From an optimization exercise on the open Yosys and OpenROAD flow, aimed at small area and a short achievable clock period; shortcuts taken in it are not production practice. Only simulation tests tie the RTL to the original design; equivalence was not proved. No activity file was given, so power comes from the tool's default toggle rates.

// arp_reply
module arp_reply #(
  parameter AXIS_DATA_WIDTH   = 512,
  parameter AXIS_TUSER_WIDTH  = 256,
  parameter [47:0] MAC_ADDR_0 = 48'hDA_02_03_04_05_00,
  parameter [47:0] MAC_ADDR_1 = 48'hDA_02_03_04_05_01,
  parameter [47:0] MAC_ADDR_2 = 48'hDA_02_03_04_05_02,
  parameter [47:0] MAC_ADDR_3 = 48'hDA_02_03_04_05_03,
  parameter [31:0] IP_ADDR_0  = 32'hC0_A8_01_0a,
  parameter [31:0] IP_ADDR_1  = 32'hC0_A8_01_0b,
  parameter [31:0] IP_ADDR_2  = 32'hC0_A8_01_0c,
  parameter [31:0] IP_ADDR_3  = 32'hC0_A8_01_0d
)
(
  input  wire                           axis_aclk,
  input  wire                           axis_resetn,
  input  wire [AXIS_DATA_WIDTH - 1:0]   s_axis_tdata,
  input  wire [AXIS_DATA_WIDTH/8 - 1:0] s_axis_tkeep,
  input  wire [AXIS_TUSER_WIDTH - 1:0]  s_axis_tuser,
  input  wire                           s_axis_tvalid,
  output wire                           s_axis_tready,
  input  wire                           s_axis_tlast,
  output wire [AXIS_DATA_WIDTH - 1:0]   m_axis_tdata,
  output wire [AXIS_DATA_WIDTH/8 - 1:0] m_axis_tkeep,
  output wire [AXIS_TUSER_WIDTH - 1:0]  m_axis_tuser,
  output wire                           m_axis_tvalid,
  input  wire                           m_axis_tready,
  output wire                           m_axis_tlast
);
Size: roughly 12,000 cells after synthesis, about 6,600 flip-flops, ~230,000 µm² of cells after synthesis.
clock: 5.5 ns
lec_check: 0
cap_margin: 20
core_margin: 2
core_utilization: 70
cts_cluster_diameter: 90
cts_cluster_size: 28
place_density: 0.8
setup_slack_margin: 2.85
slew_margin: 20
standard.sh (not shown) runs the stock make flow with config.mk's settings and CLKGATE_MAP_FILE= SYNTH_SCRIPT=/design/flow/synth_recipe.tcl, a recipe that flattens the netlist after the stock synthesis.
==> flow/flow/run.sh <==
#!/bin/bash
# The standard layout, with plain buffers on the ports instead of the delay
# cells buffer_ports picks by default. Everything else is the standard.sh.
set -euo pipefail
export BUFFER_PORTS_ARGS="-buffer_cell sky130_fd_sc_hd__buf_2"
bash standard.sh finish > standard_flow.log 2>&1
The first run completed with no timing, DRC or antenna violations.
Rerun with:
--- a/flow/config.mk
+++ b/flow/config.mk
@@ -8,8 +8,8 @@
 export CAP_MARGIN = 20
 export CORE_MARGIN = 2
-export CORE_UTILIZATION = 70
-export CTS_CLUSTER_DIAMETER = 90
-export CTS_CLUSTER_SIZE = 28
-export PLACE_DENSITY = 0.8
-export SETUP_SLACK_MARGIN = 2.85
+export CORE_UTILIZATION = 78
+export CTS_CLUSTER_DIAMETER = 80
+export CTS_CLUSTER_SIZE = 24
+export PLACE_DENSITY = 0.88
+export SETUP_SLACK_MARGIN = 2.9
 export SLEW_MARGIN = 20
Now the flow never finished: it broke off in global routing with GRT-0232.
Synthesized cell count stays the same.
Synthesized area is unchanged.

========
Setup of maple:
Another version of the RTL of arp_reply (not shown whole).
For scale: ~11000 cells after synthesis, about 6600 flip-flops, about 1700 I/O pins.
Settings: LEC_CHECK=0, CAP_MARGIN=20, CORE_MARGIN=2, CORE_UTILIZATION=60, CTS_CLUSTER_DIAMETER=100, CTS_CLUSTER_SIZE=30, PLACE_DENSITY=0.7, SETUP_SLACK_MARGIN=2.75, SLEW_MARGIN=20; clock period 5.5 ns.
Scripts as last shown in full above: flow/flow/run.sh
maple has completed all stages; timing, DRC and antenna checks passed.
The following lists how nickel was set up differently from maple:
Settings: CORE_UTILIZATION: 60 -> 70; PLACE_DENSITY: 0.7 -> 0.8; CTS_CLUSTER_SIZE: 30 -> 24; CTS_CLUSTER_DIAMETER: 100 -> 80.
==> flow/run.sh (new file) <==
#!/bin/bash
# synth_recipe.tcl (not shown) runs the flow's synth.tcl, then flattens the netlist and writes it again
# the make line also repeats each setting of config.mk as NAME=value (left out here)
make -C /OpenROAD-flow-scripts/flow DESIGN_CONFIG=/design/flow/config.mk WORK_HOME=/design/flow/orfs CLKGATE_MAP_FILE= SYNTH_SCRIPT=/design/flow/synth_recipe.tcl finish
removed: flow/flow/run.sh
removed: flow/standard.sh
### Flow results
Comparing average via count per standard cell for nickel and maple, the smaller number came from maple. nickel vs maple: sequential share of layout area down in nickel. For maple, the type of the worst min-delay path was primary input to register, unlike nickel, where it was register to register. Wire: nickel routes more than maple.
diff inputs: nickel => raven
Settings: PLACE_DENSITY: 0.8 -> 0.6; CTS_CLUSTER_DIAMETER: 80 -> unset; SETUP_SLACK_MARGIN: 2.75 -> unset; CTS_CLUSTER_SIZE: 24 -> unset; CORE_UTILIZATION: 70 -> 40.
--- outcome ---
- raven ends up with a die area that is 250000 µm² higher than in nickel.
- Of raven and nickel, raven shows the higher share of final layout cell area taken by non-clock buffers, with nickel below it.
- Lower final critical delay including setup and external delays goes to nickel over raven.
- raven falls short of nickel in minimum setup slack in the final design.
- met2 capacity usage during global routing on raven is down relative to nickel.
- Diff nickel -> raven | area of placed instances | increase of about 2%
- Depth of the worst register-to-register path, raven and nickel: lower on raven
diff inputs: raven => lagoon
Settings: changing CORE_UTILIZATION from 40 to 60; setting CTS_CLUSTER_SIZE to 30 for the first time; changing PLACE_DENSITY from 0.6 to 0.7; setting SETUP_SLACK_MARGIN to 2.5 for the first time; setting CTS_CLUSTER_DIAMETER to 100 for the first time.
Findings:
lagoon gives more weighted congestion at the end of routability-driven global placement than raven did.
Internal power summed over all cells was lower in lagoon than in raven.
Higher post-layout worst setup margin goes to lagoon over raven.
The final instance area in lagoon is 0.932 times that in raven.
Final routed wire length divided by cell count was lower in raven than in lagoon.
Lower hold slack was reported by raven, not lagoon.
Against raven, lagoon comes in 12 points lower on share of power burned in the clock network.
Taking raven as the reference, in lagoon core utilization increased by 19 points relative to the old numbers, arrival time reported for the critical path endpoint increased by 1450 ps relative to the old numbers, layout overhead on the synthesized area decreased by 8.3 points relative to the old numbers.

## what the ideal ports hide
The flow's constraints put no driver on any port. The routed layouts listed below were extracted and timed again, unchanged, in two steps.
Step 1: set_driving_cell puts a clkbuf_16 on axis_aclk and a buf_2 on each other input, an assumption about the parent block.
Step 2, shift: input delay + t, output delay - t, t = (earliest + latest rising clock arrival at the registers) / 2. This alone moves slack from input paths to output paths.
Three values: ideal ports, drivers, drivers and shift; two values: the first two.
| run | t, ns | slack for setup (ns) | worst setup path at the end | latest minus earliest clock arrival (ns) |
|---|---|---|---|---|
| the first run of note 1 | 1.062 | 2.832 / 2.745 / 1.819 | input to register | 0.068 / 0.068 |
| maple | 1.058 | 2.594 / 2.474 / 1.761 | input to register | 0.063 / 0.063 |
| nickel | 1.066 | 2.534 / 2.417 / 1.538 | input to register | 0.081 / 0.081 |
| raven | 1.167 | 1.918 / 1.782 / 0.893 | input to register | 0.103 / 0.103 |
| lagoon | 1.095 | 2.475 / 2.423 / 1.467 | input to register | 0.082 / 0.083 |
After both steps setup and hold are still met in every run listed. For raven, which loses most, drivers alone change the setup slack by -0.136 ns; drivers and shift together by -1.025 ns.
